This is an optimization exercise on Yosys and OpenROAD, whose aim is small area, a short achievable clock period and few clock cycles, not a production implementation.
RTL that was checked went through simulation tests only; none was proved equivalent to the original.
Power figures rest on the tool's default switching activity, not on a simulated workload.

## mips_cpu_bus
module mips_cpu_bus(
    input logic clk,
    input logic reset,
    output logic active,
    output logic[31:0] register_v0,
    output logic[31:0] address,
    output logic write,
    output logic read,
    input logic waitrequest,
    output logic[31:0] writedata,
    output logic[3:0] byteenable,
    input logic[31:0] readdata
);
    localparam [29:0] RESET_PC = 30'h2FF00000;    
    logic        qv, qd, qw;
    logic [29:0] qa;
    logic [3:0]  qbe;
    assign address    = {qa, 2'b00};
    assign read       = qv & !qw;
    assign write      = qv & qw;
    assign byteenable = qbe;
    assign writedata  = mres;        
    wire acc = qv & !waitrequest;
    logic [29:0] fpc;           
    logic        arr;           
    logic [1:0]  nq;            
    logic [31:0] iq0, iq1;
    logic [29:0] dpc;           
    logic        dsk;           
    logic        halting;
    logic        ev;
    logic [31:0] ea, eb;
    logic [25:0] ei;
    logic [4:0]  edst;
    logic [1:0]  sela, selb;    
    logic        lda, ldb;      
    logic        eimm;          
    logic [2:0]  eimmt;
    logic [3:0]  ealu;
    logic        eload, estore, elink;
    logic [2:0]  emt;
    logic        ebr, ejmp, ejr;
    logic [2:0]  ebt;
    logic        emfhi, emflo, emthi, emtlo, emul, ediv, emsign;
    logic        mv, mmem, mload;
    logic [4:0]  mdst;
    logic [31:0] mres;
    logic [2:0]  mmt;
    logic [1:0]  moff;
    logic        wv, wload;
    logic [4:0]  wdst;
    logic [31:0] wres;
    logic [2:0]  wmt;
    logic [1:0]  woff;
    logic [4:0]  w2dst;
    logic [31:0] w2val;
    wire        dv = (nq != 2'd0) | arr;
    wire [31:0] di = (nq != 2'd0) ? iq0 : readdata;
    wire [5:0] d_op = di[31:26];
    wire [4:0] d_rs = di[25:21];
    wire [4:0] d_rt = di[20:16];
    wire [4:0] d_rd = di[15:11];
    wire [5:0] d_fn = di[5:0];
    wire d_r      = d_op == 6'b000000;
    wire d_regimm = d_op == 6'b000001;
    wire d_j      = d_op == 6'b000010;
  ...
Settings: LEC_CHECK=0, CAP_MARGIN=20, CORE_MARGIN=2, CORE_UTILIZATION=56, CTS_CLUSTER_DIAMETER=120, CTS_CLUSTER_SIZE=20, SLEW_MARGIN=20; clock period 12.5 ns.
standard.sh (not shown) runs the stock make flow with config.mk's settings and CLKGATE_MAP_FILE= SYNTH_SCRIPT=/design/flow/synth_recipe.tcl, a recipe that flattens the netlist after the stock synthesis.
==> flow/flow/run.sh <==
#!/bin/bash
# Layout flow: the standard ORFS flow (standard synthesis unchanged), with
# repair_timing aiming below the design's clock period, and real buffers
# (not delay cells) on the ports. Each tool's output goes to flow.log.
set -euo pipefail
MARGIN=$(cat flow/margin.txt 2>/dev/null || echo 7)
sed -e "s#\"\${@:-finish}\"#SETUP_SLACK_MARGIN=${MARGIN} BUFFER_PORTS_ARGS=\"-buffer_cell sky130_fd_sc_hd__buf_4\" \"\${@:-finish}\"#" \
    standard.sh > my_standard.sh
cat my_standard.sh > my_standard_sh.log
bash my_standard.sh > flow.log 2>&1
==> flow/flow/margin.txt <==
7
The starting point finished with timing, DRC and antenna clean.
Testbench counts at the start, summed over its fixed seeds: cycles 118,396.
Edit:
--- a/flow/config.mk
+++ b/flow/config.mk
@@ -9,3 +9,3 @@
 export CORE_MARGIN = 2
-export CORE_UTILIZATION = 56
+export CORE_UTILIZATION = 50
 export CTS_CLUSTER_DIAMETER = 120
Outcome: Non-clock buffer count shrinks by 13. Setup slack improves by 0.12 ns. Final cell count rose by 2.5%. Hold slack improves by 0.015 ns. Die area rises by 12%. Power rose by 0.86%.

========
== raven ==
Another version of the RTL of mips_cpu_bus (not shown whole).
Size: about 1500 flip-flops, about 140 I/O pins, ~91000 sq um of cells after synthesis.
// mips_cpu_bus
module mips_cpu_bus(
    input logic clk,
    input logic reset,
    output logic active,
    output logic[31:0] register_v0,
    output logic[31:0] address,
    output logic write,
    output logic read,
    input logic waitrequest,
    output logic[31:0] writedata,
    output logic[3:0] byteenable,
    input logic[31:0] readdata
);
==> flow/config.mk <==
export PLATFORM = sky130hd
export DESIGN_NAME = mips_cpu_bus
export DESIGN_NICKNAME = mips_cpu_bus
export VERILOG_FILES = /design/flow/design.v
export SDC_FILE = /design/flow/constraint.sdc
export NUM_CORES = 8
export LEC_CHECK = 0
export CAP_MARGIN = 20
export CORE_MARGIN = 2
export CORE_UTILIZATION = 40
export SLEW_MARGIN = 20
==> flow/constraint.sdc <==
create_clock -name core_clock -period 12.5 [get_ports {clk}]
set_input_delay 2.5000 -clock core_clock [delete_from_list [all_inputs] [get_ports {clk}]]
set_output_delay 2.5000 -clock core_clock [all_outputs]
set_load 0.01 [all_outputs]
Scripts as last shown in full above: flow/flow/run.sh, flow/flow/margin.txt
Here is what was changed in the inputs of yarrow compared with raven.
==> flow/flow/margin.txt <==
8
Results
- Of raven and yarrow, only raven finishes the flow clean.
- [yarrow] flow finished | final checks: failed | reasons: max-capacitance violations, max-slew violations
- yarrow: clock latency reported for the late side of the worst-skew pair is 0.02 ns lower than what raven reported.
- In yarrow the non-clock buffer area fraction after layout turned out 7.0 points higher than in raven.
- As far as count of input and output buffers goes, yarrow and raven are indistinguishable; the numbers are identical.
- Critical path depth (lower): raven
- raven → yarrow: total routing resource utilization after global routing rose 3.8 points; global-route met1 utilization grew by 2.9 points.
- Side by side, setup slack turned out higher in yarrow than in raven.
- Total leakage power, raven and yarrow, lower one = raven.
- Relative to raven, the final cell area reported for yarrow is higher.
- Number of non-filler instances in the completed layout in yarrow vs raven: up 702
Function was not checked in any run of this note: the RTL went through the layout flow alone.

-- what the ideal ports hide --
The flow's constraints put no driver on any port. The routed layouts listed below were extracted and timed again, unchanged, in two steps. Step 1: set_driving_cell puts a clkbuf_16 on clk and a buf_2 on each other input, an assumption about the parent block. Step 2 adds t to the input delays and takes it off the output delays; t is the mean of the earliest and latest rising clock arrival at the registers after step 1. Input paths then give back, and output paths get back, about the clock's delay inside the block. Three values: ideal, step 1, step 2; two values: the first two.
| run | t, ns | setup WS [ns] | pins driven straight from the clock port |
|---|---|---|---|
| the first run of note 1 | 0.875 | 6.726 / 6.792 / 5.918 | 1 |
| the second run of note 1 | 0.879 | 6.848 / 6.915 / 6.037 | 1 |
| raven | 0.946 | 6.765 / 6.837 / 5.891 | 1 |
| yarrow | 0.944 | 6.890 / 6.939 / 5.995 | 1 |
For yarrow, which loses most, drivers alone change the setup slack by +0.049 ns; drivers and shift together by -0.895 ns.
